What follows belongs to an exercise in optimizing a design on an open flow for small area; a production flow would make more cautious choices.
In this exercise RTL edits were held to simulation tests only and were not proved equivalent to the original.
Power and IR drop assume default switching activity.

[design/flow/design.v]
`timescale 1ns / 1ps
module clk_divider(
	input clk_in,
	input rst_n,
	output tick
    );
reg [5:0] q;
assign tick = (q[5:1] == 5'b01101);
wire fb = ~(q[5] ^ q[4]);
always @(posedge clk_in or negedge rst_n)
begin
	if (!rst_n)
		q <= 6'd57;
	else
		q <= {q[4], q[3] ^ tick, q[2:0], fb};
end
endmodule
`timescale 1ns / 1ps
module debouncer(
	input 		clk,
	input 		en,
	input 		rst_n,
	input 		noisy_in,
	output 		rise
    );
reg s0;
assign rise = noisy_in & ~s0;
always @(posedge clk or negedge rst_n)
begin
	if (!rst_n)
		s0 <= 1'b0;
	else if (en)
		s0 <= noisy_in;
end
endmodule
`timescale 1ns / 1ps
module elevator(
	input clk, rst,
	input tick,
	input [4:0] rise,         
	input direction_1, direction_2, direction_3,
	input [4:0] fd,           
	output reg [4:0] Lig_All,
	output reg [4:0] Elev_Put,
	output reg led_busy,
	output [4:0] disp         
);
reg [2:0] hall0, hall1, hall;
always @(posedge clk or negedge rst)
begin
	if (!rst) begin
		hall0 <= 3'd7;
		hall1 <= 3'd7;
		hall <= 3'd7;
	end
	else if (tick) begin
		hall0 <= rise[0] ? 3'd0 : rise[1] ? 3'd1 : rise[2] ? 3'd2 :
		         rise[3] ? 3'd3 : rise[4] ? 3'd4 : 3'd7;
		hall1 <= hall0;
		hall <= hall1;
	end
end
reg [7:0] Say;            
reg [2:0] pressed;        
reg way_want;
reg [2:0] inner;          
reg [4:0] Layer;
reg PosLoc, Current_way;
reg [2:0] regression;
reg [2:0] FinishPart;     
reg [1:0] DirMe;          
function lt3;
	input [2:0] a, b;
	lt3 = ~a[2] & (b[2] | (~a[1] & b[1]) | ((~a[1] | b[1]) & ~a[0] & b[0]));
endfunction
function [4:0] dec5;
	input [2:0] a;
	dec5 = {a[2], ~a[2] & (a[1:0] == 2'd3), ~a[2] & (a[1:0] == 2'd2),
	        ~a[2] & (a[1:0] == 2'd1), ~a[2] & (a[1:0] == 2'd0)};
endfunction
wire step = tick & (&Say);
wire step_d = tick & (Say == 8'd6);    
wire [4:0] car = fd & ~Layer;
wire pv = ~(pressed[2] & pressed[1]) && (pressed != regression);
wire iv = ~(inner[2] & inner[1]) && (inner != regression);
wire [1:0] dir_stop = regression[1:0] | {2{regression[2]}};
wire qv = pv | iv;
wire [2:0] q = pv ? pressed : inner;
wire q_way_ok = !pv || (way_want == Current_way);
wire in_r0 = (regression == 3'd0);
wire arrive = !PosLoc && FinishPart == regression;
wire dstop = !PosLoc && DirMe == dir_stop;
wire q_mid = q_way_ok && (Current_way ? (lt3(q, regression) && lt3(FinishPart, q))
                                      : (lt3(regression, q) && lt3(q, FinishPart)));
wire start = qv && (in_r0 || PosLoc);
wire take = start || (qv && !in_r0 && !arrive && !dstop && q_mid);
assign disp = {PosLoc, Current_way, regression};
always @(posedge clk)
begin
	if (!rst) begin
		led_busy <= 1'b0;
		Lig_All <= 5'd0;
		Elev_Put <= 5'd0;
		inner <= 3'd7;
		PosLoc <= 1'b1;
		regression <= 3'd0;
		Say <= 8'd6;
		pressed <= 3'd7;
		Layer <= 5'd0;
	end
	else if (tick) begin
		Layer <= fd;
		Say <= step ? 8'd6 : Say + 8'd1;
		if (~(hall[2] & hall[1]) && !step) begin
			pressed <= hall;
			way_want <= hall[1] ? (hall[0] ? direction_3 : direction_2) : direction_1;
		end
		else if (step_d)
			pressed <= 3'd7;
		if (car[0] && !step)      inner <= 3'd0;
		else if (car[1] && !step) inner <= 3'd1;
		else if (car[2] && !step) inner <= 3'd2;
		else if (car[3] && !step) inner <= 3'd3;
		else if (car[4] && !step) inner <= 3'd4;
		else if (step_d)          inner <= 3'd7;
		if (step) begin
			if (in_r0 ? !qv : (arrive || dstop)) begin
				Elev_Put <= Elev_Put & ~dec5(regression);
				Lig_All <= Lig_All & ~dec5(regression);
			end
			else if (take) begin
				if (pv)
					Elev_Put <= Elev_Put | dec5(q);
				else
					Lig_All <= Lig_All | dec5(q);
			end
			led_busy <= in_r0 ? (qv ? led_busy : ~PosLoc) : (arrive || dstop);
		end
		if (step_d) begin
			if (in_r0) begin
				if (qv)
					regression <= 3'd1;
				PosLoc <= !qv;
			end
			else if (arrive)
				PosLoc <= 1'b1;
			else if (dstop)
				DirMe <= 2'd0;
			else if (!PosLoc)
				regression <= (Current_way || regression[2]) ? regression - 3'd1 : regression + 3'd1;
			if (start) begin
				FinishPart <= q;
				PosLoc <= 1'b0;
				DirMe <= 2'd0;
				Current_way <= !lt3(regression, q);
			end
			else if (take)
				DirMe <= q[1:0];
		end
	end
end
endmodule
`timescale 1ns / 1ps
module ssd(
	input clk,
	input rst,                  
	input [4:0] disp,           
	output a_out, b_out, c_out, d_out, e_out, f_out, g_out,
	output p_out,
	output [7:0] an
);
reg [16:0] cnt;
reg on;                         
reg [2:0] dig;                  
localparam [16:0] TERM = 17'd85105;
localparam [16:0] TMASK = ~17'h04004;
wire adv = ((cnt ^ TERM) & TMASK) == 17'd0;
wire fb = ~(cnt[16] ^ cnt[13]);
wire on_n = rst & (on | adv);
wire [2:0] dig_n = !rst ? 3'd0 : (adv & on) ? dig + 3'd1 : dig;
always @(posedge clk)
begin
	if (!rst)
		cnt <= 17'd117873;
	else
		cnt <= {cnt[15] ^ adv, cnt[14:0], fb};
	on <= on_n;
	dig <= dig_n;
end
assign an = on ? ~(8'd1 << dig) : 8'hFF;
assign p_out = 1'b1;
reg [4:0] disp_d;
always @(posedge clk)
	disp_d <= disp;
reg [6:0] seg;
always @(*)
begin
	case (dig)
	3'd0: case (disp_d[2:0])
		3'd0: seg = 7'b0000001;
		3'd1: seg = 7'b1001111;
		3'd2: seg = 7'b0010010;
		3'd3: seg = 7'b0000110;
		default: seg = 7'b1101100;
		endcase
	3'd1: seg = 7'b1111110;
	3'd2: seg = 7'b1110001;
	3'd3: seg = 7'b0111000;
	3'd4: seg = disp_d[4] ? 7'b1000010 : disp_d[3] ? 7'b0000001 : 7'b0011000;
	3'd5: seg = disp_d[4] ? 7'b1001111 : disp_d[3] ? 7'b1000010 : 7'b1000001;
	default: seg = 7'b1111110;
	endcase
end
assign {a_out, b_out, c_out, d_out, e_out, f_out, g_out} = on ? seg : 7'b1111111;
endmodule
`timescale 1ns / 1ps
module top_module(
    input clk,
    rst,
    floor_0_p,
    floor_1_p,
    floor_2_p,
    floor_3_p,
    floor_4_p,
    direction_1,
    direction_2,
    direction_3,
    floor_0_d,
    floor_1_d,
    floor_2_d,
    floor_3_d,
    floor_4_d,
    output led_inside_0,
    led_inside_1,
    led_inside_2,
    led_inside_3,
    led_inside_4,
    led_outside_0,
    led_outside_1,
    led_outside_2,
    led_outside_3,
    led_outside_4,
    led_busy,
    a_out,b_out,c_out,d_out,e_out,f_out,g_out,p_out,
    output [7:0]an
);
    wire tick;
    wire [4:0] rise;
    wire [4:0] disp;
    clk_divider divider(.clk_in(clk), .rst_n(rst), .tick(tick));
    debouncer pb0(.clk(clk), .en(tick), .rst_n(rst), .noisy_in(floor_0_p), .rise(rise[0]));
    debouncer pb1(.clk(clk), .en(tick), .rst_n(rst), .noisy_in(floor_1_p), .rise(rise[1]));
    debouncer pb2(.clk(clk), .en(tick), .rst_n(rst), .noisy_in(floor_2_p), .rise(rise[2]));
    debouncer pb3(.clk(clk), .en(tick), .rst_n(rst), .noisy_in(floor_3_p), .rise(rise[3]));
    debouncer pb4(.clk(clk), .en(tick), .rst_n(rst), .noisy_in(floor_4_p), .rise(rise[4]));
    elevator elev(
        .clk(clk), .rst(rst), .tick(tick), .rise(rise),
        .direction_1(direction_1), .direction_2(direction_2), .direction_3(direction_3),
        .fd({floor_4_d, floor_3_d, floor_2_d, floor_1_d, floor_0_d}),
        .Lig_All({led_inside_4, led_inside_3, led_inside_2, led_inside_1, led_inside_0}),
        .Elev_Put({led_outside_4, led_outside_3, led_outside_2, led_outside_1, led_outside_0}),
        .led_busy(led_busy),
        .disp(disp));
    ssd seven_segment_display(
        .clk(clk), .rst(rst), .disp(disp),
        .a_out(a_out), .b_out(b_out), .c_out(c_out), .d_out(d_out),
        .e_out(e_out), .f_out(f_out), .g_out(g_out), .p_out(p_out),
        .an(an));
endmodule
[design/flow/flow/run.sh]
#!/bin/bash
# The standard layout (standard.sh) with these changes:
#  - ABC maps the logic with an area-oriented script (&deepsyn, then dch and
#    amap), tried with a few random seeds; the smallest result is kept.
#    Everything else in synthesis, the flip-flop mapping included, is the
#    standard synthesis (synth_recipe.tcl), so the registers are the same.
#    Yosys's full/half-adder extraction is skipped (ADDER_MAP_FILE empty), so
#    ABC sees the adders' logic as plain gates.
#  - the port buffers are made from the smallest buffer cell.
#  - clock tree synthesis adds no dummy loads.
set -euo pipefail
W=$PWD
mkdir -p "$W/abc"
cat > "$W/synth_area.tcl" <<EOF
proc abc {args} {
  set i [lsearch \$args -script]
  set lib [lindex \$args [expr {[lsearch \$args -liberty] + 1}]]
  yosys design -save pre_abc
  set best ""
  foreach seed {7 11 2 3 5 13} {
    yosys design -load pre_abc
    set f $W/abc/seed\$seed.script
    set fh [open \$f w]
    puts \$fh "strash\n&get -n\n&deepsyn -T 20 -S \$seed\n&put\ndch -f\namap\ntopo"
    close \$fh
    lset args [expr {\$i + 1}] \$f
    yosys abc {*}\$args
    yosys tee -q -o $W/abc/stat\$seed.txt stat -liberty \$lib
    set fh [open $W/abc/stat\$seed.txt r]; set txt [read \$fh]; close \$fh
    regexp {Chip area for module [^:]*: ([0-9.]+)} \$txt -> a
    puts "abc seed \$seed: area \$a"
    if {\$best eq "" || \$a < \$best} { set best \$a; yosys design -save best_abc }
  }
  yosys design -load best_abc
}
source $W/synth_recipe.tcl
EOF
export BUFFER_PORTS_ARGS="-buffer_cell sky130_fd_sc_hd__buf_1"
export CTS_ARGS="-sink_clustering_enable -repair_clock_nets -buf_list sky130_fd_sc_hd__clkbuf_8 -dont_use_dummy_load"
bash standard.sh SYNTH_SCRIPT="$W/synth_area.tcl" ADDER_MAP_FILE= finish > standard.log 2>&1
[design/flow/standard.sh]
#!/bin/bash
# synth_recipe.tcl (not shown) runs the flow's synth.tcl, then flattens the netlist and writes it again
# the make line also repeats each setting of config.mk as NAME=value (left out here)
make -C /OpenROAD-flow-scripts/flow DESIGN_CONFIG=/design/flow/config.mk WORK_HOME=/design/flow/orfs CLKGATE_MAP_FILE= SYNTH_SCRIPT=/design/flow/synth_recipe.tcl "${@:-finish}"
[design/flow/config.mk]
export PLATFORM = sky130hd
export DESIGN_NAME = top_module
export DESIGN_NICKNAME = top_module
export VERILOG_FILES = /design/flow/design.v
export SDC_FILE = /design/flow/constraint.sdc
export NUM_CORES = 4
export LEC_CHECK = 0
export CAP_MARGIN = 20
export CORE_MARGIN = 2
export CORE_UTILIZATION = 40
export CTS_BUF_LIST = sky130_fd_sc_hd__clkbuf_8
export PLACE_DENSITY = 0.6
export SLEW_MARGIN = 20
[design/flow/constraint.sdc]
create_clock -name core_clock -period 10.0 [get_ports {clk}]
set_input_delay 2.0000 -clock core_clock [delete_from_list [all_inputs] [get_ports {clk}]]
set_output_delay 2.0000 -clock core_clock [all_outputs]
set_load 0.01 [all_outputs]
==> results by group, run 1 <==
Floorplanning
  • Core Region: 8720 µm²
  • Die area: 9750 µm²
  • Initial Util: 0.412
  • Die width: 98.8 µm
  • Ports: 42
  • Die outline height: 98.8 µm
  • Core Rows: 34

Finish
  • Fillcell total: 878
  • Utilization after layout: 0.460
  • Commonest non-fill, non-tap cells in the layout: nor2_1 (99), clkinv_1 (62), dfxtp_1 (60)
  • Commonest non-fill, non-tap cell in the layout: nor2_1
  • Layout cells sized above 1: 0.0541
  • Antenna Diode Count: 0
  • Final nets: 498
  • Area growth from synthesis to layout: 11.8%
  • Final instance area: 4010 µm²

STA
  • Hold Violations, Final: 0
  • Actual slew at the worst max-slew pin: 740 ps
  • Clock skew: 18.2 ps
  • Max transition margin: 0.503
  • Minimum clock period: 4700 ps
  • Slew Viols, Final: 0
  • Final setup fails: 0
  • Period utilisation layout: 0.470
  • RSZ-0062 raised after global routing: false
  • F_max: 213 MHz
  • Post-route setup TNS: 0 ps
  • Final hold slack: 381 ps

Drt
  • Avg WL per Cell: 12.6 µm
  • Vias after detailed routing: 3076
  • DRC viols: 0
  • Drt pass-1 iters: 4
  • Via/cell ratio: 5.22
  • Routed wire length: 7.43 mm
  • Initial DRC Count: 108
  • Antenna Nets Post-Route: 0

Yosys
  • Post-synth top area cell: dfxtp_1
  • Synth Area in XOR/XNOR: 0
  • Main combinational cell family by area after synthesis: simple AND/OR/NAND/NOR gates
  • Compound-Gate Fraction of Synth Area: 0.171
  • Mux cell area share after synthesis: 0
  • Syn Area/Cell: 8.33 µm²
  • Sequential area share after synthesis: 0.537
  • Synth Instances: 431
  • Synth Register Bits: 87
  • Top cell type's share of synthesized area: 0.334
  • Area share of fa/ha/maj cells after synthesis: 0
  • Post-Synthesis Cell Area: 3590 µm²
  • Synth Area in Simple Gates: 0.224
  • YS warnings: 4
  • Top cells by area, synth: dfxtp_1 (33%), nor2_1 (10%), dfstp_2 (9.5%)
  • Syn Nets: 446
  • Synth cell types: 37

Power and ir drop
  • NetSw: 0.133 mW
  • Static leakage: 1.41 nW
  • Int Pwr: 0.451 mW
  • Seq pwr share: 0.623
  • Clock power share: 0.320
  • Power per Cell Area: 146 nW/µm²
  • Sw frac: 0.228
  • Tot Pwr: 0.584 mW
  • Peak supply drop: 0.0722 mV
  • Logic pwr share: 0.057

Worst setup path
  • Worst path required time: 10270 ps
  • Crit path kind: reg2reg
  • Register-to-register setup slack: 5300 ps
  • Reg2reg start: elev.regression[2]
  • CP arrival: 4980 ps
  • Worst r2r dst: elev.Lig_All[0]
  • Crit path max fanout: 10
  • Reg2reg path depth: 19
  • Setup crit end kind: register
  • CP startpoint kind: register

CTS
  • CTS Buf Count: 9
  • CTS tree: yes
  • CTS root buf: clkbuf_8
  • Worst-skew pair later-pin latency: 350 ps
  • Postcts setup bufs: 0
  • CTS max path bufs: 2
  • Clock-pin transition on the worst setup and hold timing paths: 80 ps
  • Hold-fix buffers, CTS: 0
  • H-tree depth: 3
  • Clock sink count: 87
  • Post_cts resized: 0

Min path
  • HP Class: reg2reg
  • Hold EP: divider.q[5]
  • Worst Hold Depth: 0
  • Hold Crit Start: divider.q[4]

Outcome
  • Outcome: no timing/DRC/antenna violations

Global routing
  • Initial antenna violation count: 0
  • Total GRT Usage: 0.160
  • Total global routing overflow: 0
  • Vias in the first global route: 2806
  • Largest net degree at the start of global routing: 37
  • First-pass GRT wire length: 12.7 mm

Placed design
  • Final GP Congestion: 0.940
  • Placed cell areas: 3890 µm²
  • Detail Placement HPWL: 5.47 mm
  • Port bufs: 40

Run
  • Max_cap viols: 0
==> cell families (layout without fill, tap and decap cells) <==
group | Yosys count | in the layout
AO/OA/AOI/OAI | 97 | 97
buffers and inverters | 63 | 113
flip-flops | 87 | 87
other | 1 | 1
AND/OR/NAND/NOR | 183 | 183
==> worst max path at each step <==
stage	start	endpoint	depth (start not counted)
after floorplan	elev.regression[2]	elev.Lig_All[0]	19
after global placement	elev.regression[2]	elev.Lig_All[1]	19
after detailed placement	elev.regression[2]	elev.Lig_All[1]	19
after CTS	elev.regression[2]	elev.Lig_All[0]	19
after global routing	elev.regression[2]	elev.Lig_All[1]	19
final	elev.regression[2]	elev.Lig_All[0]	19
==> synthesized netlist by cell type <==
cell / n
o21ai_0: 18
o2111ai_1: 1
a211oi_1: 6
o22ai_1: 16
and2_0: 1
or3_1: 6
a221oi_1: 1
and3_1: 3
nand3_1: 4
clkinv_1: 62
dfxtp_1: 60
buf_4: 1
o21a_1: 5
o22a_1: 6
nand2_1: 29
edfxtp_1: 7
nor3_1: 17
dfrtp_1: 7
a31oi_1: 2
dfstp_2: 13
o21bai_1: 1
o31ai_1: 2
nand4_1: 6
nor2b_1: 6
a21oi_1: 28
or2_0: 8
nor4_1: 1
conb_1: 1
a22oi_1: 2
nand4b_1: 1
a221o_1: 2
or4_1: 2
o32a_1: 1
a2111oi_0: 4
o221ai_1: 1
nor2_1: 99
o41ai_1: 1
==> critical path, cell delays in order (launching register included) <==
cell       delay (ps)
dfxtp_1           520
clkinv_1          230
a22oi_1           240
nor2_1             70
a211oi_1          240
nor2_1            100
nor2_1            190
clkinv_1          160
o22ai_1           440
clkinv_1          290
a31oi_1           270
nor2_1             80
o32a_1            190
a2111oi_0         440
nor2b_1           170
or3_1             460
or3_1             350
nor2_1             90
nor2_1             40
nor2_1             70
==> layer usage <==
metal,wire [µm],part of all wire,global-route usage,vias to the layer above
met1,3640,0.49,0.216,1400
met3,423,0.057,0.0411,13
met2,3220,0.43,0.247,95
met4,138,0.019,0.0611,0
li1,-,-,-,1568
met5,0,0,0,-
==> sequential cells by signal, indices dropped and copies added (netlist names), 2 cells and up <==
register / count
elev.hall0: 3
seven_segment_display.dig: 3
elev.DirMe: 2
elev.regression: 3
elev.hall: 3
elev.Say: 8
divider.q: 6
elev.inner: 3
elev.pressed: 3
elev.hall1: 3
seven_segment_display.disp_d: 5
elev.Lig_All: 5
elev.Layer: 5
seven_segment_display.cnt: 17
elev.Elev_Put: 5
elev.FinishPart: 3
==> power by group through the flow <==
stage / Clock (mW) / Sequential, mW / Combinational (mW)
2_1_floorplan: 0 / 0.370 / 0.0226
3_3_place_gp: 0 / 0.371 / 0.0334
3_5_place_dp: 0 / 0.371 / 0.0335
4_1_cts: 0.194 / 0.364 / 0.0336
5_1_grt: 0.210 / 0.365 / 0.0388
6_report: 0.187 / 0.364 / 0.0334
==> final cells by class <==
class / instances / area (µm²) / share of cell area
timing repair buffer: 42 / 166 / 0.0415
inverter: 62 / 233 / 0.0580
sequential: 87 / 1930 / 0.480
multi-input combinational: 281 / 1430 / 0.356
tap: 108 / 135 / 0.0337
clock buffer: 9 / 124 / 0.0309
==> through the flow <==
stage / setup WS (ps) / instances
after CTS: 5350 / 589
after detailed placement: 5340 / 580
final: 5300 / 589
after global routing: 4690 / 589
after global placement: 5550 / 580
after floorplan: 6040 / 431
==> run 2: changes to the inputs <==
--- a/design/flow/flow/run.sh
+++ b/design/flow/flow/run.sh
@@ -18,5 +18,5 @@
   yosys design -save pre_abc
   set best ""
-  foreach seed {7 11 2 3 5 13} {
+  foreach seed {7 11 2} {
     yosys design -load pre_abc
     set f $W/abc/seed\$seed.script
@@ -37,4 +37,4 @@
 EOF
 export BUFFER_PORTS_ARGS="-buffer_cell sky130_fd_sc_hd__buf_1"
-export CTS_ARGS="-sink_clustering_enable -repair_clock_nets -buf_list sky130_fd_sc_hd__clkbuf_8 -dont_use_dummy_load"
+export CTS_ARGS="-repair_clock_nets -buf_list sky130_fd_sc_hd__clkbuf_8 -dont_use_dummy_load"
 bash standard.sh SYNTH_SCRIPT="$W/synth_area.tcl" ADDER_MAP_FILE= finish > standard.log 2>&1
==> results by group, run 2 <==
Global routing
  • Vias in the first global route: 2825
  • Largest net degree at the start of global routing: 36
  • Initial antenna violation count: 0
  • Met2 Use GR: 0.248
  • Total global routing overflow: 0
  • Total GRT Usage: 0.159
  • First-pass GRT wire length: 12.8 mm
  • Met1 usage: 0.219
  • GR Util met3: 0.0262
  • GR peak layer: met2

Yosys
  • Post-Synthesis Cell Area: 3580 µm²
  • Synth Instances: 428
  • Prevailing post-synth register cell: dfxtp_1
  • Sequential area share after synthesis: 0.538
  • Synth cell types: 42
  • Top cell type's share of synthesized area: 0.335
  • Syn Area/Cell: 8.37 µm²
  • Synth top cells by count: clkinv_1 (73), nor2_1 (69), dfxtp_1 (60)
  • Post-synth EDFFs: 7
  • Post-synth top area cell: dfxtp_1
  • Top cells by area, synth: dfxtp_1 (34%), dfstp_2 (9.5%), clkinv_1 (7.6%)
  • Synth Register Bits: 87
  • Syn Nets: 443
  • YS warnings: 4
  • Async S/R FF share, synth: 0.230
  • Most numerous cell in the Yosys netlist: clkinv_1

STA
  • Post-route setup TNS: 0 ps
  • Max transition margin: 0.502
  • Period utilisation layout: 0.446
  • Hold Violations, Final: 0
  • PnR worst setup slack: 5540 ps
  • Clock skew: 18.2 ps
  • Minimum clock period: 4460 ps
  • Slew Viols, Final: 0
  • RSZ-0062 raised after global routing: false
  • F_max: 224 MHz
  • Actual slew at the worst max-slew pin: 739 ps
  • Final setup fails: 0

Finish
  • Final instance area: 4000 µm²
  • Final nets: 495
  • Max reg flops: 17
  • Largest Register: seven_segment_display.cnt
  • Antenna Diode Count: 0
  • Commonest non-fill, non-tap cell in the layout: clkinv_1
  • Area growth from synthesis to layout: 11.6%
  • Commonest non-fill, non-tap cells in the layout: clkinv_1 (73), nor2_1 (69), dfxtp_1 (60)
  • Biggest regs: seven_segment_display.cnt: 17 flops, elev.Say: 8 flops, divider.q: 6 flops
  • Layout cells sized above 1: 0.0502
  • Fillcell total: 852

Worst setup path
  • Top Family by Delay on Critical Path: simple AND/OR/NAND/NOR gates
  • Worst setup startpoint: elev.regression[2]
  • Critical path capture point: elev.Elev_Put[0]
  • Worst r2r dst: elev.Elev_Put[0]
  • Reg2reg path depth: 16
  • Slowest Stage Delay on Critical Path: 440 ps
  • CP Buf/Inv Count: 2
  • CP Depth: 16
  • Crit path cell chain: nor2_1 > clkinv_1 > or3_1 > a31oi_1 > nor2_1 > nor2_1 > nand2_1 > o21ai_0 > clkinv_1 > a311oi_1 > nor2_1 > o32a_1 > nor4_1 > o211ai_1 > or3_1 > o22ai_1
  • Register-to-register setup slack: 5540 ps
  • Setup crit end kind: register
  • Reg2reg start: elev.regression[2]
  • CP startpoint kind: register
  • Worst path required time: 10260 ps
  • Crit path max fanout: 13
  • CP arrival: 4720 ps
  • Slowest CP cell: dfxtp_1
  • Crit path kind: reg2reg
  • Most used cell, CP: nor2_1

Power and ir drop
  • Static leakage: 1.38 nW
  • Peak supply drop: 0.0678 mV
  • Power per Cell Area: 145 nW/µm²

CTS
  • Worst-skew pair later-pin latency: 350 ps
  • CTS max path bufs: 2
  • Clock sink count: 87
  • H-tree depth: 3
  • Hold-fix buffers, CTS: 0
  • Post_cts resized: 0
  • CTS root buf: clkbuf_8
  • CTS Buf Count: 9
  • Clock-pin transition on the worst setup and hold timing paths: 80 ps
  • Postcts setup bufs: 0
  • CTS tree: yes

Floorplanning
  • Core Rows: 34
  • Core Region: 8720 µm²
  • Die outline height: 98.7 µm
  • Initial Util: 0.411
  • Die area: 9730 µm²
  • Ports: 42
  • Die width: 98.7 µm

Drt
  • DRC viols: 0
  • Drt pass-1 iters: 4
  • Via/cell ratio: 5.11
  • Avg WL per Cell: 12.3 µm
  • Initial DRC Count: 100
  • Vias after detailed routing: 2994
  • Antenna Nets Post-Route: 0
  • Routed wire length: 7.23 mm

Run
  • Max_cap viols: 0

Min path
  • HP Class: reg2reg

Placed design
  • Final GP Congestion: 0.871
  • Detail Placement HPWL: 5.28 mm
  • Placed cell areas: 3880 µm²
  • Port bufs: 40
  • Setup Slack @ Placement: 5480 ps

Outcome
  • Outcome: no timing/DRC/antenna violations
## run 2: changes by cell type after synthesis, moves of 5 or more
cell | previous run | this run
o22ai_1 | 16 | 27
o21ai_0 | 18 | 25
nand2_1 | 29 | 44
a21oi_1 | 28 | 15
o22a_1 | 6 | 1
clkinv_1 | 62 | 73
nor2_1 | 99 | 69
## run 2: worst min-delay path by stage
stage	to	cells past startpoint	from	slack [ps]
5_1_grt	divider.q[5]	0	divider.q[4]	380
6_report	divider.q[5]	0	divider.q[4]	380
2_1_floorplan	divider.q[2]	0	divider.q[1]	350
3_3_place_gp	divider.q[2]	0	divider.q[1]	360
4_1_cts	divider.q[5]	0	divider.q[4]	380
3_5_place_dp	divider.q[5]	0	divider.q[4]	370
## run 2: final cells by class
class	count	area [µm²]	area share
multi-input combinational	267	1370	0.343
inverter	73	274	0.0685
tap	108	135	0.0338
timing repair buffer	42	165	0.0413
sequential	87	1930	0.482
clock buffer	9	124	0.0310
## run 2: cells by family (layout without fill, tap and decap cells)
family / count (synthesis) / after routing / share of synthesized area
and+or+nand+nor: 165 / 165 / 0.203
AOI/OAI and AO/OA: 99 / 99 / 0.175
DFF: 87 / 87 / 0.538
buffers and inverters: 74 / 124 / 0.0786
xor gates and xnor gates: 2 / 2 / 0.00489
other: 1 / 1 / 0.00105
## run 2: power breakdown
part           leakage (nW)  switching (mW)  total, mW  internal [mW]
combinational         0.541          0.0209     0.0310         0.0101
clock                0.0647           0.107      0.188         0.0807
sequential            0.773         0.00324      0.362          0.359
total                  1.38           0.131      0.580          0.449
## run 2: metal layers
metal  wire length (µm)  vias to the layer above
met4                105                        0
met1               3520                     1337
li1                   -                     1565
met2               3250                       83
met5                  0                        -
met3                354                        9
## run 2: per-stage QoR
step	cells	hold slack, ps	util	total power, mW
floorplan	428	354	-	0.389
global placement	577	361	0.444	0.400
detailed placement	577	366	0.444	0.400
CTS	586	376	0.459	0.587
global route	586	382	0.459	0.605
finish	586	375	0.459	0.580
==> run 3: changes to the inputs <==
--- a/design/flow/flow/run.sh
+++ b/design/flow/flow/run.sh
@@ -37,4 +37,4 @@
 EOF
 export BUFFER_PORTS_ARGS="-buffer_cell sky130_fd_sc_hd__buf_1"
-export CTS_ARGS="-repair_clock_nets -buf_list sky130_fd_sc_hd__clkbuf_8 -dont_use_dummy_load"
+export CTS_ARGS="-sink_clustering_enable -repair_clock_nets -buf_list sky130_fd_sc_hd__clkbuf_8 -dont_use_dummy_load -sink_clustering_size 22 -sink_clustering_max_diameter 300 -sink_buffer_max_cap_derate 1.0"
 bash standard.sh SYNTH_SCRIPT="$W/synth_area.tcl" ADDER_MAP_FILE= finish > standard.log 2>&1
==> results by group, run 3 <==
STA
  • PnR worst setup slack: 5690 ps
  • RSZ-0062 raised after global routing: false
  • Final hold slack: 374 ps
  • Final setup fails: 0
  • Post-route setup TNS: 0 ps
  • Clock skew: 23.5 ps
  • F_max: 232 MHz
  • Period utilisation layout: 0.431
  • Slew Viols, Final: 0
  • Actual slew at the worst max-slew pin: 808 ps
  • Hold Violations, Final: 0
  • Minimum clock period: 4310 ps
  • Max transition margin: 0.455

Power and ir drop
  • Peak supply drop: 0.0656 mV
  • Power per Cell Area: 139 nW/µm²
  • Static leakage: 1.41 nW

Yosys
  • Top cells by area, synth: dfxtp_1 (33%), dfstp_2 (9.5%), nor2_1 (9.1%)
  • Syn Area/Cell: 8.38 µm²
  • Most numerous cell in the Yosys netlist: nor2_1
  • Async S/R FF share, synth: 0.230
  • YS warnings: 4
  • Synth top cells by count: nor2_1 (87), clkinv_1 (67), dfxtp_1 (60)
  • Sequential area share after synthesis: 0.535
  • Syn Nets: 445
  • Synth cell types: 41
  • Post-Synthesis Cell Area: 3600 µm²
  • Synth Instances: 430
  • Prevailing post-synth register cell: dfxtp_1
  • Top cell type's share of synthesized area: 0.333
  • Post-synth EDFFs: 7
  • Synth Register Bits: 87
  • Post-synth top area cell: dfxtp_1

CTS
  • CTS Buf Count: 9
  • Hold-fix buffers, CTS: 0
  • CTS tree: yes
  • H-tree depth: 3
  • CTS root buf: clkbuf_8
  • Clock sink count: 87
  • Postcts setup bufs: 0
  • Worst-skew pair later-pin latency: 350 ps
  • CTS max path bufs: 2
  • Clock-pin transition on the worst setup and hold timing paths: 70 ps
  • Post_cts resized: 0

Placed design
  • Detail Placement HPWL: 5.44 mm
  • Setup Slack @ Placement: 5230 ps
  • Port bufs: 40
  • Final GP Congestion: 0.900

Drt
  • Initial DRC Count: 105
  • DRC viols: 0
  • Avg WL per Cell: 12.7 µm
  • Antenna Nets Post-Route: 0
  • Routed wire length: 7.47 mm
  • Vias after detailed routing: 3037
  • Via/cell ratio: 5.16
  • Drt pass-1 iters: 4

Min path
  • Worst Hold Depth: 0
  • Hold Crit Start: divider.q[4]
  • HP Class: reg2reg
  • Hold EP: divider.q[5]

Run
  • Max_cap viols: 0

Floorplanning
  • Die width: 98.9 µm
  • Ports: 42
  • Initial Util: 0.413
  • Core Region: 8720 µm²
  • Core Rows: 34
  • Die outline height: 98.9 µm
  • Die area: 9790 µm²

Worst setup path
  • Setup crit end kind: register
  • Slowest CP cell: clkinv_1
  • CP startpoint kind: input port
  • Top Family by Delay on Critical Path: buffers and inverters
  • CP arrival: 4290 ps
  • Worst path required time: 9980 ps
  • CP Buf/Inv Count: 4
  • Worst r2r dst: elev.Lig_All[2]
  • Slowest Stage Delay on Critical Path: 750 ps
  • Crit path kind: in2reg
  • Register-to-register setup slack: 5870 ps
  • Reg2reg path depth: 16
  • Most used cell, CP: clkinv_1
  • Reg2reg start: elev.regression[0]
  • Crit path cell chain: clkbuf_2 > buf_4 > clkinv_1 > nor2_1 > clkinv_1 > nor3_1
  • Crit path max fanout: 43

Global routing
  • Vias in the first global route: 2848
  • Initial antenna violation count: 0
  • Total GRT Usage: 0.165
  • First-pass GRT wire length: 13.0 mm
  • Largest net degree at the start of global routing: 44
  • Total global routing overflow: 0

Finish
  • Final nets: 497
  • Layout cells sized above 1: 0.0542
  • Commonest non-fill, non-tap cell in the layout: nor2_1
  • Fillcell total: 869
  • Largest Register: seven_segment_display.cnt
  • Area growth from synthesis to layout: 11.7%
  • Biggest regs: seven_segment_display.cnt: 17 flops, elev.Say: 8 flops, divider.q: 6 flops
  • Commonest non-fill, non-tap cells in the layout: nor2_1 (87), clkinv_1 (67), dfxtp_1 (60)
  • Max reg flops: 17
  • Antenna Diode Count: 0

Outcome
  • Outcome: no timing/DRC/antenna violations
run 3: cell types whose count changed after synthesis, moves of 3 or more:
cell,before,now
nor3_1,19,15
a21oi_1,15,31
nand4_1,6,9
o22ai_1,27,14
nor2_1,69,87
o21ai_0,25,31
clkinv_1,73,67
nand2_1,44,25
o22a_1,1,4
run 3: worst max path at each step:
stage                  from                  to  slack [ps]  depth (start not counted)
5_1_grt                 rst    elev.Current_way        5390                          6
2_1_floorplan  divider.q[4]    elev.Current_way        5640                          8
4_1_cts                 rst  elev.FinishPart[0]        5610                          6
3_3_place_gp            rst    elev.Current_way        5340                          6
3_5_place_dp            rst  elev.FinishPart[0]        5230                          6
6_report                rst    elev.Current_way        5690                          6
run 3: cell families after synthesis:
family,synth area share
simple gates,0.199
other cells,0.00104
compound gates,0.194
flops,0.535
buf+inv,0.0719
run 3: layout make-up:
class / instances / area, µm² / share of cell area
sequential: 87 / 1930 / 0.479
clock buffer: 9 / 124 / 0.0308
tap: 108 / 135 / 0.0336
inverter: 67 / 251 / 0.0624
timing repair buffer: 42 / 166 / 0.0413
multi-input combinational: 275 / 1420 / 0.353
run 3: where the power goes:
part           internal, mW  switching (mW)  leakage (nW)
Sequential            0.357         0.00234         0.773
Clock                0.0805           0.103        0.0647
Combinational       0.00664          0.0120         0.568
Total                 0.444           0.117          1.41
run 3: per-stage QoR:
step / util / power, mW / cells / instance area (µm²)
global placement: 0.448 / 0.385 / 579 / 3900
detailed placement: 0.448 / 0.386 / 579 / 3900
global route: 0.462 / 0.591 / 588 / 4030
finish: 0.462 / 0.561 / 588 / 4030
CTS: 0.462 / 0.571 / 588 / 4030
floorplan: - / 0.377 / 430 / 3600
run 3: per-layer routing:
| metal | up-vias | GRT usage | wire (µm) |
|---|---|---|---|
| li1 | 1580 | - | - |
| met3 | 14 | 0.0376 | 384 |
| met2 | 71 | 0.261 | 3360 |
| met5 | - | 0 | 0 |
| met1 | 1372 | 0.212 | 3540 |
| met4 | 0 | 0.0801 | 177 |
==> run 4: changes to the inputs <==
--- a/design/flow/design.v
+++ b/design/flow/design.v
@@ -80,5 +80,5 @@
 endfunction
 wire step = tick & (&Say);
-wire step_d = tick & (Say == 8'd6);    
+wire step_d = tick & ~|Say[7:3] & ~Say[0];
 wire [4:0] car = fd & ~Layer;
 wire pv = ~(pressed[2] & pressed[1]) && (pressed != regression);
@@ -188,5 +188,5 @@
 	dig <= dig_n;
 end
-assign an = on ? ~(8'd1 << dig) : 8'hFF;
+assign an = ~({7'd0, on} << dig);
 assign p_out = 1'b1;
 reg [4:0] disp_d;
@@ -197,5 +197,7 @@
 begin
 	case (dig)
-	3'd0: case (disp_d[2:0])
+	3'd0: if (!on)
+		seg = 7'b1111111;
+	      else case (disp_d[2:0])
 		3'd0: seg = 7'b0000001;
 		3'd1: seg = 7'b1001111;
@@ -212,5 +214,5 @@
 	endcase
 end
-assign {a_out, b_out, c_out, d_out, e_out, f_out, g_out} = on ? seg : 7'b1111111;
+assign {a_out, b_out, c_out, d_out, e_out, f_out, g_out} = seg;
 endmodule
 `timescale 1ns / 1ps
--- a/design/flow/flow/run.sh
+++ b/design/flow/flow/run.sh
@@ -18,5 +18,5 @@
   yosys design -save pre_abc
   set best ""
-  foreach seed {7 11 2} {
+  foreach seed {7 11 2 3 5 13} {
     yosys design -load pre_abc
     set f $W/abc/seed\$seed.script
@@ -37,4 +37,4 @@
 EOF
 export BUFFER_PORTS_ARGS="-buffer_cell sky130_fd_sc_hd__buf_1"
-export CTS_ARGS="-sink_clustering_enable -repair_clock_nets -buf_list sky130_fd_sc_hd__clkbuf_8 -dont_use_dummy_load -sink_clustering_size 22 -sink_clustering_max_diameter 300 -sink_buffer_max_cap_derate 1.0"
+export CTS_ARGS="-sink_clustering_enable -repair_clock_nets -buf_list sky130_fd_sc_hd__clkbuf_8 -dont_use_dummy_load"
 bash standard.sh SYNTH_SCRIPT="$W/synth_area.tcl" ADDER_MAP_FILE= finish > standard.log 2>&1
==> results by group, run 4 <==
Outcome
  • Outcome: no timing/DRC/antenna violations

STA
  • Max transition margin: 0.495
  • Slew Viols, Final: 0
  • Minimum clock period: 4540 ps
  • Post-route setup TNS: 0 ps
  • Hold Violations, Final: 0
  • F_max: 220 MHz
  • Actual slew at the worst max-slew pin: 750 ps
  • Period utilisation layout: 0.454
  • RSZ-0062 raised after global routing: false
  • PnR worst setup slack: 5460 ps
  • Clock skew: 18.3 ps
  • Final setup fails: 0

Yosys
  • Syn Nets: 424
  • Post-synth EDFFs: 7
  • Synth top cells by count: nor2_1 (66), clkinv_1 (63), dfxtp_1 (60)
  • Syn Area/Cell: 8.64 µm²
  • Async S/R FF share, synth: 0.230
  • Synth Instances: 409
  • Sequential area share after synthesis: 0.545
  • Synth Register Bits: 87
  • Prevailing post-synth register cell: dfxtp_1
  • Top cells by area, synth: dfxtp_1 (34%), dfstp_2 (9.7%), nor2_1 (7.0%)
  • Top cell type's share of synthesized area: 0.340
  • YS warnings: 4
  • Most numerous cell in the Yosys netlist: nor2_1
  • Post-Synthesis Cell Area: 3530 µm²
  • Post-synth top area cell: dfxtp_1
  • Synth cell types: 41

Global routing
  • Vias in the first global route: 2860
  • Initial antenna violation count: 0
  • First-pass GRT wire length: 12.8 mm
  • Total global routing overflow: 0
  • Largest net degree at the start of global routing: 38
  • Total GRT Usage: 0.163

Worst setup path
  • Most used cell, CP: nor2_1
  • CP arrival: 4820 ps
  • CP startpoint kind: register
  • Worst path required time: 10270 ps
  • Slowest CP cell: o22ai_1
  • Setup crit end kind: register
  • Slowest Stage Delay on Critical Path: 460 ps
  • Worst r2r dst: elev.Lig_All[0]
  • Reg2reg start: elev.regression[1]
  • Register-to-register setup slack: 5460 ps
  • Crit path max fanout: 6
  • Crit path cell chain: nor2_1 > clkinv_1 > or3_1 > a31oi_1 > nor2_1 > nor2_1 > clkinv_1 > o22ai_1 > clkinv_1 > nand2_1 > o21ai_0 > a21oi_1 > a21oi_1 > nor2_1 > nor2b_1 > nor3_1 > nand2_1 > or3_1 > o22ai_1
  • Crit path kind: reg2reg
  • Reg2reg path depth: 19

Floorplanning
  • Core Rows: 34
  • Ports: 42
  • Die outline height: 98.0 µm
  • Core Region: 8640 µm²
  • Die area: 9600 µm²
  • Die width: 98.0 µm
  • Initial Util: 0.409

CTS
  • CTS tree: yes
  • Worst-skew pair later-pin latency: 340 ps
  • Clock-pin transition on the worst setup and hold timing paths: 80 ps
  • H-tree depth: 3
  • Postcts setup bufs: 0
  • CTS root buf: clkbuf_8
  • Hold-fix buffers, CTS: 0
  • CTS Buf Count: 9
  • Clock sink count: 87
  • Post_cts resized: 0
  • CTS max path bufs: 2

Run
  • Max_cap viols: 0

Placed design
  • Placed cell count: 558
  • Port bufs: 40
  • Final GP Congestion: 0.948
  • Placed cell areas: 3830 µm²
  • Setup Slack @ Placement: 5490 ps
  • Detail Placement HPWL: 5.31 mm

Drt
  • Routed wire length: 7.34 mm
  • Antenna Nets Post-Route: 0
  • Vias after detailed routing: 2955
  • Via/cell ratio: 5.21
  • Drt pass-1 iters: 5
  • Avg WL per Cell: 12.9 µm
  • DRC viols: 0
  • Initial DRC Count: 144

Finish
  • Max reg flops: 17
  • Layout cells sized above 1: 0.0566
  • Fillcell total: 839
  • Biggest regs: seven_segment_display.cnt: 17 flops, elev.Say: 8 flops, divider.q: 6 flops
  • Commonest non-fill, non-tap cell in the layout: nor2_1
  • Final nets: 476
  • Footprint of the multi-input gates: 1370 µm²
  • Final instance area: 3960 µm²
  • Area growth from synthesis to layout: 12.0%
  • Area taken by flip-flops and latches: 1930 µm²
  • Final std cells w/o fill: 567
  • Largest Register: seven_segment_display.cnt
  • Commonest non-fill, non-tap cells in the layout: nor2_1 (66), clkinv_1 (63), dfxtp_1 (60)
  • Antenna Diode Count: 0

Power and ir drop
  • Static leakage: 1.39 nW
  • Power per Cell Area: 142 nW/µm²
  • Peak supply drop: 0.0577 mV

Min path
  • Worst Hold Depth: 0
  • Hold EP: divider.q[5]
  • Hold Crit Start: divider.q[4]
  • HP Class: reg2reg
==> run 4: logic make-up after synthesis <==
| group | Yosys count | synth area share |
|---|---|---|
| compound gates | 108 | 0.191 |
| buf+inv | 64 | 0.0690 |
| flops | 87 | 0.545 |
| simple gates | 149 | 0.193 |
| other cells | 1 | 0.00106 |
==> run 4: how the worst max path moves through the flow <==
stage / start / to / slack, ps
6_report: elev.regression[1] / elev.Lig_All[0] / 5460
5_1_grt: elev.regression[0] / elev.Lig_All[0] / 4950
4_1_cts: elev.regression[2] / elev.Lig_All[0] / 5580
3_5_place_dp: rst / elev.Lig_All[0] / 5490
3_3_place_gp: rst / elev.Lig_All[1] / 5540
2_1_floorplan: divider.q[4] / elev.Lig_All[0] / 5480
==> run 4: where the power goes <==
group / switching, mW / internal [mW] / leakage [nW]
Clock: 0.105 / 0.0807 / 0.0647
Sequential: 0.00222 / 0.357 / 0.778
Combinational: 0.0117 / 0.00629 / 0.551
Total: 0.119 / 0.444 / 1.39
==> run 4: stage by stage <==
step | total power, mW | utilization | hold slack, ps
after floorplan | 0.377 | - | 354
after global placement | 0.384 | 0.444 | 364
final | 0.563 | 0.458 | 381
after global routing | 0.587 | 0.458 | 389
after CTS | 0.571 | 0.458 | 384
after detailed placement | 0.385 | 0.444 | 369
==> run 4: layout make-up <==
type                    instances  area share
inverters                      63      0.0598
well taps                     108      0.0341
clock buffers                   9      0.0313
flip-flops and latches         87       0.487
repair buffers                 42      0.0420
multi-input cells             258       0.346
==> run 4: critical path: cells and delay by family, from the launching register on <==
kind,cells,cell delay [ps]
flops,1,350
compound gates,6,1230
buf+inv,3,610
simple gates,10,2270
==> run 4: layer usage <==
layer | vias up | GRT usage | part of all wire
met5 | - | 0 | 0
met4 | 0 | 0.0769 | 0.019
met3 | 14 | 0.0394 | 0.058
met2 | 102 | 0.262 | 0.45
met1 | 1339 | 0.209 | 0.47
li1 | 1500 | - | -
==> run 5: changes to the inputs <==
--- a/design/flow/design.v
+++ b/design/flow/design.v
@@ -46,17 +46,18 @@
 	output [4:0] disp         
 );
-reg [2:0] hall0, hall1, hall;
+reg [2:0] nhall0, nhall1, nhall;
+wire [2:0] hall = ~nhall;
 always @(posedge clk or negedge rst)
 begin
 	if (!rst) begin
-		hall0 <= 3'd7;
-		hall1 <= 3'd7;
-		hall <= 3'd7;
+		nhall0 <= 3'd0;
+		nhall1 <= 3'd0;
+		nhall <= 3'd0;
 	end
 	else if (tick) begin
-		hall0 <= rise[0] ? 3'd0 : rise[1] ? 3'd1 : rise[2] ? 3'd2 :
-		         rise[3] ? 3'd3 : rise[4] ? 3'd4 : 3'd7;
-		hall1 <= hall0;
-		hall <= hall1;
+		nhall0 <= ~(rise[0] ? 3'd0 : rise[1] ? 3'd1 : rise[2] ? 3'd2 :
+		            rise[3] ? 3'd3 : rise[4] ? 3'd4 : 3'd7);
+		nhall1 <= nhall0;
+		nhall <= nhall1;
 	end
 end
==> results by group, run 5 <==
Outcome
  • Outcome: no timing/DRC/antenna violations

Drt
  • Via/cell ratio: 5.11
  • Avg WL per Cell: 12.2 µm
  • Initial DRC Count: 81
  • DRC viols: 0
  • Drt pass-1 iters: 4
  • Antenna Nets Post-Route: 0
  • Vias after detailed routing: 2928
  • Routed wire length: 7.01 mm

Global routing
  • Largest net degree at the start of global routing: 39
  • Vias in the first global route: 2838
  • Total GRT Usage: 0.155
  • Total global routing overflow: 0
  • First-pass GRT wire length: 12.2 mm
  • Initial antenna violation count: 0

STA
  • Max transition margin: 0.513
  • RSZ-0062 raised after global routing: false
  • Actual slew at the worst max-slew pin: 725 ps
  • F_max: 227 MHz
  • Hold Violations, Final: 0
  • Period utilisation layout: 0.441
  • Clock skew: 17.0 ps
  • Post-route setup TNS: 0 ps
  • Minimum clock period: 4410 ps
  • Slew Viols, Final: 0
  • Final setup fails: 0
  • PnR worst setup slack: 5590 ps

Finish
  • Final nets: 482
  • Antenna Diode Count: 0
  • Footprint of the multi-input gates: 1360 µm²
  • Biggest regs: seven_segment_display.cnt: 17 flops, elev.Say: 8 flops, divider.q: 6 flops
  • Area growth from synthesis to layout: 12.0%
  • Final instance area: 3960 µm²
  • Fillcell total: 858
  • Commonest non-fill, non-tap cells in the layout: nor2_1 (78), clkinv_1 (67), dfxtp_1 (60)
  • Largest Register: seven_segment_display.cnt
  • Layout cells sized above 1: 0.0366
  • Area taken by flip-flops and latches: 1920 µm²
  • Max reg flops: 17
  • Commonest non-fill, non-tap cell in the layout: nor2_1

Floorplanning
  • Ports: 42
  • Die width: 98.0 µm
  • Core Region: 8640 µm²
  • Core Rows: 34
  • Die area: 9600 µm²
  • Initial Util: 0.409
  • Die outline height: 98.0 µm

Power and ir drop
  • Peak supply drop: 0.0692 mV
  • Logic pwr share: 0.032
  • Seq pwr share: 0.638
  • NetSw: 0.118 mW
  • Power per Cell Area: 142 nW/µm²
  • Int Pwr: 0.444 mW
  • Clock power share: 0.330
  • Static leakage: 1.43 nW
  • Tot Pwr: 0.562 mW
  • Sw frac: 0.211

Yosys
  • Syn Area/Cell: 8.51 µm²
  • Prevailing post-synth register cell: dfxtp_1
  • Post-synth EDFFs: 7
  • Mux cell area share after synthesis: 0
  • Synth cell types: 37
  • Synth Area in XOR/XNOR: 0
  • Post-synth top area cell: dfxtp_1
  • Post-Synthesis Cell Area: 3530 µm²
  • Compound-Gate Fraction of Synth Area: 0.183
  • Most numerous cell in the Yosys netlist: nor2_1
  • Area share of fa/ha/maj cells after synthesis: 0
  • Syn Nets: 430
  • Top cell type's share of synthesized area: 0.340
  • Synth Instances: 415
  • Sequential area share after synthesis: 0.542
  • Synth top cells by count: nor2_1 (78), clkinv_1 (67), dfxtp_1 (60)
  • Synth Area in Simple Gates: 0.200
  • Synth Register Bits: 87
  • Top cells by area, synth: dfxtp_1 (34%), dfrtp_1 (11%), nor2_1 (8.3%)
  • YS warnings: 4
  • Async S/R FF share, synth: 0.230
  • Main combinational cell family by area after synthesis: simple AND/OR/NAND/NOR gates

Worst setup path
  • Reg2reg start: elev.regression[0]
  • Crit path max fanout: 11
  • Worst path required time: 10260 ps
  • CP startpoint kind: register
  • Crit path kind: reg2reg
  • CP arrival: 4680 ps
  • Worst setup startpoint: elev.regression[0]
  • Setup crit end kind: register

CTS
  • Clock sink count: 87
  • CTS max path bufs: 2
  • Worst-skew pair later-pin latency: 350 ps
  • Post_cts resized: 0
  • CTS root buf: clkbuf_8
  • H-tree depth: 3
  • Clock-pin transition on the worst setup and hold timing paths: 80 ps
  • Postcts setup bufs: 0
  • CTS tree: yes
  • CTS Buf Count: 9
  • Hold-fix buffers, CTS: 0

Placed design
  • Final GP Congestion: 0.922
  • Placed cell areas: 3830 µm²
  • Port bufs: 40
  • Setup Slack @ Placement: 5570 ps
  • Detail Placement HPWL: 5.03 mm

Run
  • Max_cap viols: 0

Min path
  • Hold Crit Start: divider.q[4]
  • HP Class: reg2reg
-- run 5: cell types whose count changed in the layout (fill, tap and decap cells not counted), moves of 3 or more --
cell,delta
a211oi_1,-4
nand2_1,-5
o22a_1,+5
nor2b_1,-4
nor2_1,+12
nand2b_1,-3
clkinv_1,+4
dfrtp_1,+9
nand3_1,+4
dfstp_2,-9
o31ai_1,-3
-- run 5: layout make-up --
| class | count | share of cell area |
|---|---|---|
| sequential | 87 | 0.485 |
| timing repair buffer | 42 | 0.0421 |
| clock buffer | 9 | 0.0313 |
| multi-input combinational | 260 | 0.344 |
| inverter | 67 | 0.0636 |
| tap | 108 | 0.0342 |
-- run 5: per-stage QoR --
stage               std cells  hold WS, ps   util
floorplan                 415          354      -
global placement          564          364  0.444
detailed placement        564          360  0.444
CTS                       573          377  0.458
global route              573          380  0.458
finish                    573          376  0.458
-- run 5: per-layer routing --
| metal | up-vias | part of all wire | global-route usage |
|---|---|---|---|
| met5 | - | 0 | 0 |
| met4 | 0 | 0.014 | 0.0609 |
| met3 | 7 | 0.054 | 0.0458 |
| met2 | 66 | 0.45 | 0.246 |
| met1 | 1328 | 0.48 | 0.198 |
| li1 | 1527 | - | - |
-- run 5: cells by family (layout without fill, tap and decap cells) --
| kind of cell | after synthesis | in the layout |
|---|---|---|
| other cells | 1 | 1 |
| simple gates | 156 | 156 |
| flops | 87 | 87 |
| compound gates | 103 | 103 |
| buf+inv | 68 | 118 |
-- run 5: path summary, 6_finish.rpt --
path	end	slack (ps)	cells past startpoint
worst max-delay path	elev.Elev_Put[1]	5590	17
worst min-delay path	divider.q[5]	380	0
worst max register to register	elev.Elev_Put[1]	5590	17
worst min register to register	divider.q[5]	380	0
max in group asynchronous	divider.q[5]	7990	2
min in group asynchronous	elev.nhall1[1]	1670	2
-- run 5: critical path: stages, from the launching register on --
cell and delay, ps:
dfxtp_1 480, clkinv_1 390, nor2_1 200, a21oi_1 70
a311oi_1 520, nor2_1 160, o22ai_1 440, clkinv_1 210
a21oi_1 190, nor2_1 50, nor2_1 100, o21ai_0 140
clkinv_1 90, o221ai_1 130, and2_0 210, or2_0 310
or3_1 460, o22ai_1 190
-- run 5: power by group through the flow --
stage          Clock [mW]  Sequential [mW]  Combinational [mW]
2_1_floorplan           0            0.366              0.0110
3_3_place_gp            0            0.366              0.0180
3_5_place_dp            0            0.366              0.0183
4_1_cts             0.194            0.359              0.0184
5_1_grt             0.208            0.359              0.0210
6_report            0.185            0.359              0.0180
==> run 6: changes to the inputs <==
--- a/design/flow/design.v
+++ b/design/flow/design.v
@@ -172,12 +172,10 @@
 );
 reg [16:0] cnt;
-reg on;                         
-reg [2:0] dig;                  
+reg [3:0] st;                   
 localparam [16:0] TERM = 17'd85105;
 localparam [16:0] TMASK = ~17'h04004;
 wire adv = ((cnt ^ TERM) & TMASK) == 17'd0;
 wire fb = ~(cnt[16] ^ cnt[13]);
-wire on_n = rst & (on | adv);
-wire [2:0] dig_n = !rst ? 3'd0 : (adv & on) ? dig + 3'd1 : dig;
+wire [3:0] st_n = !rst ? 4'd0 : !adv ? st : st[3] ? 4'd1 : st + 4'd1;
 always @(posedge clk)
 begin
@@ -186,8 +184,13 @@
 	else
 		cnt <= {cnt[15] ^ adv, cnt[14:0], fb};
-	on <= on_n;
-	dig <= dig_n;
-end
-assign an = ~({7'd0, on} << dig);
+	st <= st_n;
+end
+assign an[7] = ~st[3];
+genvar i;
+generate
+	for (i = 0; i < 7; i = i + 1) begin : g_an
+		assign an[i] = (st[2:0] != i + 1);
+	end
+endgenerate
 assign p_out = 1'b1;
 reg [4:0] disp_d;
@@ -197,8 +200,7 @@
 always @(*)
 begin
-	case (dig)
-	3'd0: if (!on)
-		seg = 7'b1111111;
-	      else case (disp_d[2:0])
+	case (st[2:0])
+	3'd0: seg = {6'b111111, ~st[3]};    
+	3'd1: case (disp_d[2:0])
 		3'd0: seg = 7'b0000001;
 		3'd1: seg = 7'b1001111;
@@ -207,9 +209,9 @@
 		default: seg = 7'b1101100;
 		endcase
-	3'd1: seg = 7'b1111110;
-	3'd2: seg = 7'b1110001;
-	3'd3: seg = 7'b0111000;
-	3'd4: seg = disp_d[4] ? 7'b1000010 : disp_d[3] ? 7'b0000001 : 7'b0011000;
-	3'd5: seg = disp_d[4] ? 7'b1001111 : disp_d[3] ? 7'b1000010 : 7'b1000001;
+	3'd2: seg = 7'b1111110;
+	3'd3: seg = 7'b1110001;
+	3'd4: seg = 7'b0111000;
+	3'd5: seg = disp_d[4] ? 7'b1000010 : disp_d[3] ? 7'b0000001 : 7'b0011000;
+	3'd6: seg = disp_d[4] ? 7'b1001111 : disp_d[3] ? 7'b1000010 : 7'b1000001;
 	default: seg = 7'b1111110;
 	endcase
--- a/design/flow/config.mk
+++ b/design/flow/config.mk
@@ -6,8 +6,8 @@
 export NUM_CORES = 4
 export LEC_CHECK = 0
-export CAP_MARGIN = 20
+export CAP_MARGIN = 0
 export CORE_MARGIN = 2
 export CORE_UTILIZATION = 40
 export CTS_BUF_LIST = sky130_fd_sc_hd__clkbuf_8
 export PLACE_DENSITY = 0.6
-export SLEW_MARGIN = 20
+export SLEW_MARGIN = 0
==> results by group, run 6 <==
Worst setup path
  • Setup crit end kind: primary output
  • CP startpoint kind: register
  • Most used cell, CP: nor2_1
  • Slowest CP cell: dfxtp_1
  • Reg2reg start: elev.regression[2]
  • Crit path max fanout: 7
  • Register-to-register setup slack: 6040 ps
  • CP Buf/Inv Count: 2
  • Crit path kind: reg2out
  • Reg2reg path depth: 19
  • Top Family by Delay on Critical Path: simple AND/OR/NAND/NOR gates
  • Slowest Stage Delay on Critical Path: 430 ps
  • Worst r2r dst: elev.Lig_All[0]
  • Worst path required time: 8000 ps
  • CP arrival: 1980 ps
  • Crit path cell chain: clkinv_1 > nor2_1 > nand2_1 > o211ai_1 > nor2_1 > a21oi_1 > a211oi_1 > buf_1

Placed design
  • Final GP Congestion: 0.898
  • Placed cell areas: 3840 µm²
  • Port bufs: 40
  • Detail Placement HPWL: 5.31 mm

Yosys
  • YS warnings: 4
  • Post-synth EDFFs: 7
  • Mux cell area share after synthesis: 0
  • Main combinational cell family by area after synthesis: compound AO/OA/AOI/OAI gates
  • Syn Area/Cell: 8.65 µm²
  • Prevailing post-synth register cell: dfxtp_1
  • Synth Register Bits: 87
  • Async S/R FF share, synth: 0.230
  • Sequential area share after synthesis: 0.542
  • Synth Instances: 409
  • Compound-Gate Fraction of Synth Area: 0.195
  • Synth cell types: 39
  • Synth Area in Simple Gates: 0.190
  • Synth top cells by count: clkinv_1 (66), dfxtp_1 (60), nor2_1 (57)
  • Post-Synthesis Cell Area: 3540 µm²
  • Top cell type's share of synthesized area: 0.340
  • Top cells by area, synth: dfxtp_1 (34%), dfrtp_1 (11%), clkinv_1 (7.0%)
  • Area share of fa/ha/maj cells after synthesis: 0
  • Post-synth top area cell: dfxtp_1
  • Syn Nets: 424
  • Most numerous cell in the Yosys netlist: clkinv_1
  • Synth Area in XOR/XNOR: 0

Drt
  • Routed length on met2: 3.26 mm
  • Initial DRC Count: 169
  • Via/cell ratio: 5.20
  • Routed wire length: 7.07 mm
  • DR WL met3: 277 µm
  • Metal-1 WL: 3.45 mm
  • Vias after detailed routing: 2948
  • DRC viols: 0
  • Max Used Layer: met4
  • Avg WL per Cell: 12.5 µm
  • Antenna Nets Post-Route: 0
  • Drt pass-1 iters: 5

Finish
  • Final instance area: 3960 µm²
  • Commonest non-fill, non-tap cell in the layout: clkinv_1
  • Biggest regs: seven_segment_display.cnt: 17 flops, elev.Say: 8 flops, divider.q: 6 flops
  • Antenna Diode Count: 0
  • Area growth from synthesis to layout: 12.0%
  • Layout cells sized above 1: 0.0370
  • Max reg flops: 17
  • Utilization after layout: 0.459
  • Largest Register: seven_segment_display.cnt
  • Commonest non-fill, non-tap cells in the layout: clkinv_1 (66), dfxtp_1 (60), nor2_1 (57)
  • Final nets: 476

STA
  • Max transition margin: 0.511
  • Hold Violations, Final: 0
  • F_max: 251 MHz
  • Slew Viols, Final: 0
  • Actual slew at the worst max-slew pin: 727 ps
  • Clock skew: 22.2 ps
  • RSZ-0062 raised after global routing: false
  • Post-route setup TNS: 0 ps
  • Period utilisation layout: 0.398
  • Final setup fails: 0
  • Minimum clock period: 3980 ps

CTS
  • Worst-skew pair later-pin latency: 340 ps
  • Post_cts resized: 0
  • CTS Buf Count: 9
  • Postcts setup bufs: 0
  • Hold-fix buffers, CTS: 0
  • CTS tree: yes
  • H-tree depth: 3
  • CTS root buf: clkbuf_8
  • Clock-pin transition on the worst setup and hold timing paths: 80 ps
  • Clock sink count: 87
  • CTS max path bufs: 2

Global routing
  • Total global routing overflow: 0
  • First-pass GRT wire length: 12.4 mm
  • Vias in the first global route: 2702
  • Initial antenna violation count: 0
  • Total GRT Usage: 0.157
  • Largest net degree at the start of global routing: 40

Power and ir drop
  • Power per Cell Area: 142 nW/µm²
  • Static leakage: 1.39 nW
  • Peak supply drop: 0.0688 mV
  • Tot Pwr: 0.562 mW

Floorplanning
  • Core Region: 8640 µm²
  • Die outline height: 98.0 µm
  • Die width: 98.0 µm
  • Ports: 42
  • Die area: 9610 µm²
  • Core Rows: 34
  • Initial Util: 0.410

Outcome
  • Outcome: no timing/DRC/antenna violations

Min path
  • Hold Crit Start: divider.q[1]
  • Hold EP: divider.q[2]
  • Worst Hold Depth: 0
  • HP Class: reg2reg

Run
  • Max_cap viols: 0
[run 6: cell count changes after synthesis, sizes merged, moves of 3 or more]
cell	delta
o211ai	+3
nor3	+8
nor2	-21
nand2	+8
o22ai	+4
nand4	-5
o21ai	-7
o21a	+5
[run 6: cell type report]
class | instances | area [µm²]
Sequential cell | 87 | 1920
Inverter | 66 | 248
Fill cell | 868 | 4680
Timing Repair Buffer | 42 | 166
Multi-Input combinational cell | 255 | 1370
Tap cell | 108 | 135
Clock buffer | 9 | 124
[run 6: metal layers]
metal,up-vias,global-route usage
li1,1516,-
met1,1361,0.207
met2,64,0.250
met3,7,0.0394
met4,0,0.0556
met5,-,0
[run 6: logic make-up after synthesis]
family                 Yosys count
DFF                             87
buffers and inverters           67
other                            1
AOI/OAI and AO/OA              107
and+or+nand+nor                147
[run 6: power by group]
group          internal, mW  switching, mW
registers             0.357        0.00213
clock network        0.0806          0.104
logic               0.00668         0.0121
[run 6: how the worst max path moves through the flow]
stage / from / endpoint / slack, ps / depth (start not counted)
final: seven_segment_display.st[0] / d_out / 6020 / 8
after global routing: elev.regression[0] / elev.Lig_All[4] / 5540 / 19
after CTS: seven_segment_display.st[0] / d_out / 6000 / 8
after detailed placement: rst / elev.Lig_All[0] / 5760 / 6
after global placement: rst / elev.Lig_All[0] / 5820 / 6
after floorplan: divider.q[4] / elev.Lig_All[3] / 6360 / 14
[run 6: stage by stage]
step / setup WS (ps) / hold slack [ps] / instances
after floorplan: 6360 / 354 / 409
after CTS: 6000 / 382 / 567
after global routing: 5540 / 392 / 567
after global placement: 5820 / 362 / 558
final: 6020 / 381 / 567
after detailed placement: 5760 / 367 / 558
==> run 7: changes to the inputs <==
--- a/design/flow/config.mk
+++ b/design/flow/config.mk
@@ -6,8 +6,9 @@
 export NUM_CORES = 4
 export LEC_CHECK = 0
-export CAP_MARGIN = 0
+export CAP_MARGIN = 20
 export CORE_MARGIN = 2
 export CORE_UTILIZATION = 40
 export CTS_BUF_LIST = sky130_fd_sc_hd__clkbuf_8
+export GPL_TIMING_DRIVEN = 0
 export PLACE_DENSITY = 0.6
-export SLEW_MARGIN = 0
+export SLEW_MARGIN = 20
==> results by group, run 7 <==
Yosys
  • Syn Area/Cell: 8.65 µm²
  • Synth Register Bits: 87
  • Top cell type's share of synthesized area: 0.340
  • Sequential area share after synthesis: 0.542
  • Synth cell types: 39
  • Post-synth EDFFs: 7
  • Synth Instances: 409
  • Top cells by area, synth: dfxtp_1 (34%), dfrtp_1 (11%), clkinv_1 (7.0%)
  • Prevailing post-synth register cell: dfxtp_1
  • Most numerous cell in the Yosys netlist: clkinv_1
  • YS warnings: 4
  • Post-synth top area cell: dfxtp_1
  • Post-Synthesis Cell Area: 3540 µm²
  • Async S/R FF share, synth: 0.230
  • Synth top cells by count: clkinv_1 (66), dfxtp_1 (60), nor2_1 (57)
  • Syn Nets: 424

Drt
  • Drt pass-1 iters: 7
  • Initial DRC Count: 120
  • DRC viols: 0
  • Avg WL per Cell: 12.6 µm
  • Via/cell ratio: 5.20
  • Routed wire length: 7.15 mm
  • Vias after detailed routing: 2954
  • Antenna Nets Post-Route: 0

Min path
  • Hold EP: divider.q[5]
  • Worst Hold Depth: 0
  • HP Class: reg2reg
  • Hold Crit Start: divider.q[4]

Floorplanning
  • Core Region: 8640 µm²
  • Die width: 98.0 µm
  • Die outline height: 98.0 µm
  • Initial Util: 0.410
  • Core Rows: 34
  • Ports: 42
  • Die area: 9610 µm²

Power and ir drop
  • Tot Pwr: 0.565 mW
  • Peak supply drop: 0.0719 mV
  • Static leakage: 1.40 nW
  • Power per Cell Area: 142 nW/µm²

Global routing
  • Initial antenna violation count: 0
  • Met2 Use GR: 0.264
  • Total GRT Usage: 0.159
  • GR peak layer: met2
  • Vias in the first global route: 2844
  • First-pass GRT wire length: 12.6 mm
  • Largest net degree at the start of global routing: 28
  • Total global routing overflow: 0
  • GR Util met3: 0.0293
  • Met1 usage: 0.204

Worst setup path
  • Register-to-register setup slack: 5890 ps
  • CP Buf/Inv Count: 3
  • CP arrival: 4370 ps
  • Slowest Stage Delay on Critical Path: 420 ps
  • Top Family by Delay on Critical Path: simple AND/OR/NAND/NOR gates
  • Reg2reg path depth: 19
  • Most used cell, CP: o21ai_0
  • Crit path kind: reg2reg
  • Crit path max fanout: 9
  • Worst path required time: 10260 ps
  • Reg2reg start: elev.regression[1]
  • Crit path cell chain: clkinv_1 > nand2_1 > or3_1 > a31oi_1 > nor2_1 > o21ai_0 > clkinv_1 > nor2_1 > clkinv_1 > o21ai_0 > o21ai_0 > o21ai_0 > nor2_1 > nor4_1 > o21ai_0 > o21a_1 > nor3_1 > nand2_1 > o22ai_1
  • CP startpoint kind: register
  • Setup crit end kind: register
  • Worst r2r dst: elev.Lig_All[0]
  • Slowest CP cell: dfxtp_1

CTS
  • Clock sink count: 87
  • Hold-fix buffers, CTS: 0
  • CTS max path bufs: 2
  • Worst-skew pair later-pin latency: 350 ps
  • CTS root buf: clkbuf_8
  • Clock-pin transition on the worst setup and hold timing paths: 80 ps
  • Postcts setup bufs: 0
  • CTS Buf Count: 9
  • Post_cts resized: 0
  • H-tree depth: 3
  • CTS tree: yes

Placed design
  • Setup Slack @ Placement: 5800 ps
  • Final GP Congestion: 0.874
  • Port bufs: 40
  • Detail Placement HPWL: 5.32 mm

Finish
  • Layout cells sized above 1: 0.0391
  • Area taken by flip-flops and latches: 1920 µm²
  • Final nets: 477
  • Commonest non-fill, non-tap cell in the layout: clkinv_1
  • Largest Register: seven_segment_display.cnt
  • Antenna Diode Count: 0
  • Fillcell total: 861
  • Area growth from synthesis to layout: 12.5%
  • Biggest regs: seven_segment_display.cnt: 17 flops, elev.Say: 8 flops, divider.q: 6 flops
  • Max reg flops: 17
  • Commonest non-fill, non-tap cells in the layout: clkinv_1 (66), dfxtp_1 (60), nor2_1 (57)
  • Footprint of the multi-input gates: 1370 µm²

STA
  • Final setup fails: 0
  • Post-route setup TNS: 0 ps
  • Hold Violations, Final: 0
  • F_max: 243 MHz
  • Period utilisation layout: 0.411
  • RSZ-0062 raised after global routing: false
  • PnR worst setup slack: 5890 ps
  • Slew Viols, Final: 0
  • Actual slew at the worst max-slew pin: 834 ps
  • Minimum clock period: 4110 ps
  • Clock skew: 28.9 ps
  • Max transition margin: 0.440

Run
  • Max_cap viols: 0

Outcome
  • Outcome: no timing/DRC/antenna violations
[run 7: cell types whose count changed in the layout (fill, tap and decap cells not counted), sizes merged]
cell and change:
buf +2, clkbuf -1
[run 7: metrics by stage]
| step | hold WS (ps) | util | instances | area (µm²) |
|---|---|---|---|---|
| 2_1_floorplan | 354 | - | 409 | 3540 |
| 3_3_place_gp | 361 | 0.443 | 557 | 3820 |
| 3_5_place_dp | 369 | 0.447 | 559 | 3860 |
| 4_1_cts | 379 | 0.461 | 568 | 3980 |
| 5_1_grt | 383 | 0.461 | 568 | 3980 |
| 6_report | 375 | 0.461 | 568 | 3980 |
[run 7: cells by family (layout without fill, tap and decap cells)]
kind of cell / after synthesis / count (layout) / share of synthesized area
flops: 87 / 87 / 0.542
simple gates: 147 / 147 / 0.190
buf+inv: 67 / 118 / 0.0722
other cells: 1 / 1 / 0.00106
compound gates: 107 / 107 / 0.195
[run 7: worst max path at each step]
stage | startpoint | to | slack [ps] | depth (start not counted)
after floorplan | divider.q[4] | elev.Lig_All[3] | 6360 | 14
after global placement | rst | elev.Lig_All[0] | 4100 | 5
after detailed placement | rst | elev.Lig_All[0] | 5800 | 6
after CTS | elev.regression[2] | elev.Lig_All[0] | 5980 | 19
after global routing | elev.regression[2] | elev.Lig_All[4] | 5240 | 20
final | elev.regression[1] | elev.Lig_All[0] | 5890 | 19
[run 7: metal layers]
metal / routed length, µm / vias up
met1: 3380 / 1343
met2: 3280 / 78
li1: - / 1522
met5: 0 / -
met4: 133 / 0
met3: 357 / 11
[run 7: power breakdown]
group / switching, mW / internal (mW) / total (mW) / leakage, nW
clock network: 0.106 / 0.0807 / 0.187 / 0.0647
registers: 0.00204 / 0.357 / 0.359 / 0.800
logic: 0.0122 / 0.00747 / 0.0196 / 0.536
[run 7: final cells by class]
type | count | share of cell area
Sequential cell | 87 | 0.482
Multi-Input combinational cell | 255 | 0.344
Inverter | 66 | 0.0622
Timing Repair Buffer | 42 | 0.0450
Tap cell | 108 | 0.0340
Clock buffer | 9 | 0.0311
Buffer | 1 | 0.00189

afterwards: timing with drivers on the ports:
In the flow no input, the clock included, has a driving cell. The finished layouts below were timed again as built, in two steps.
Step 1 sets driving cells, clkbuf_16 on the clock port and buf_2 on the other inputs (assumed; they add their load-dependent delay and slew).
Step 2 times the ports against the registers' clock, not the clock port: input delays grow and output delays shrink by t, the midpoint of the rising clock arrivals with the driver on.
Three values: ideal ports, drivers, drivers and shift; two values: the first two.
run | shift t [ns] | setup slack, ns | worst register clock-pin slew, ns | cell pins on the clock port's net
run 1 | 0.368 | 5.298 / 5.298 / 5.298 | 0.09 / 0.09 | 1
run 2 | 0.366 | 5.543 / 5.543 / 5.507 | 0.09 / 0.09 | 1
run 3 | 0.376 | 5.690 / 5.699 / 5.324 | 0.09 / 0.09 | 1
run 4 | 0.365 | 5.458 / 5.458 / 5.458 | 0.08 / 0.08 | 1
run 5 | 0.371 | 5.585 / 5.585 / 5.585 | 0.08 / 0.08 | 1
run 6 | 0.367 | 6.021 / 5.990 / 5.794 | 0.09 / 0.09 | 1
run 7 | 0.365 | 5.889 / 5.889 / 5.845 | 0.09 / 0.09 | 1
After both steps setup and hold are still met in every run listed. The setup slack of run 3, which loses most, moves by +0.009 ns with the drivers and by -0.366 ns with both steps.
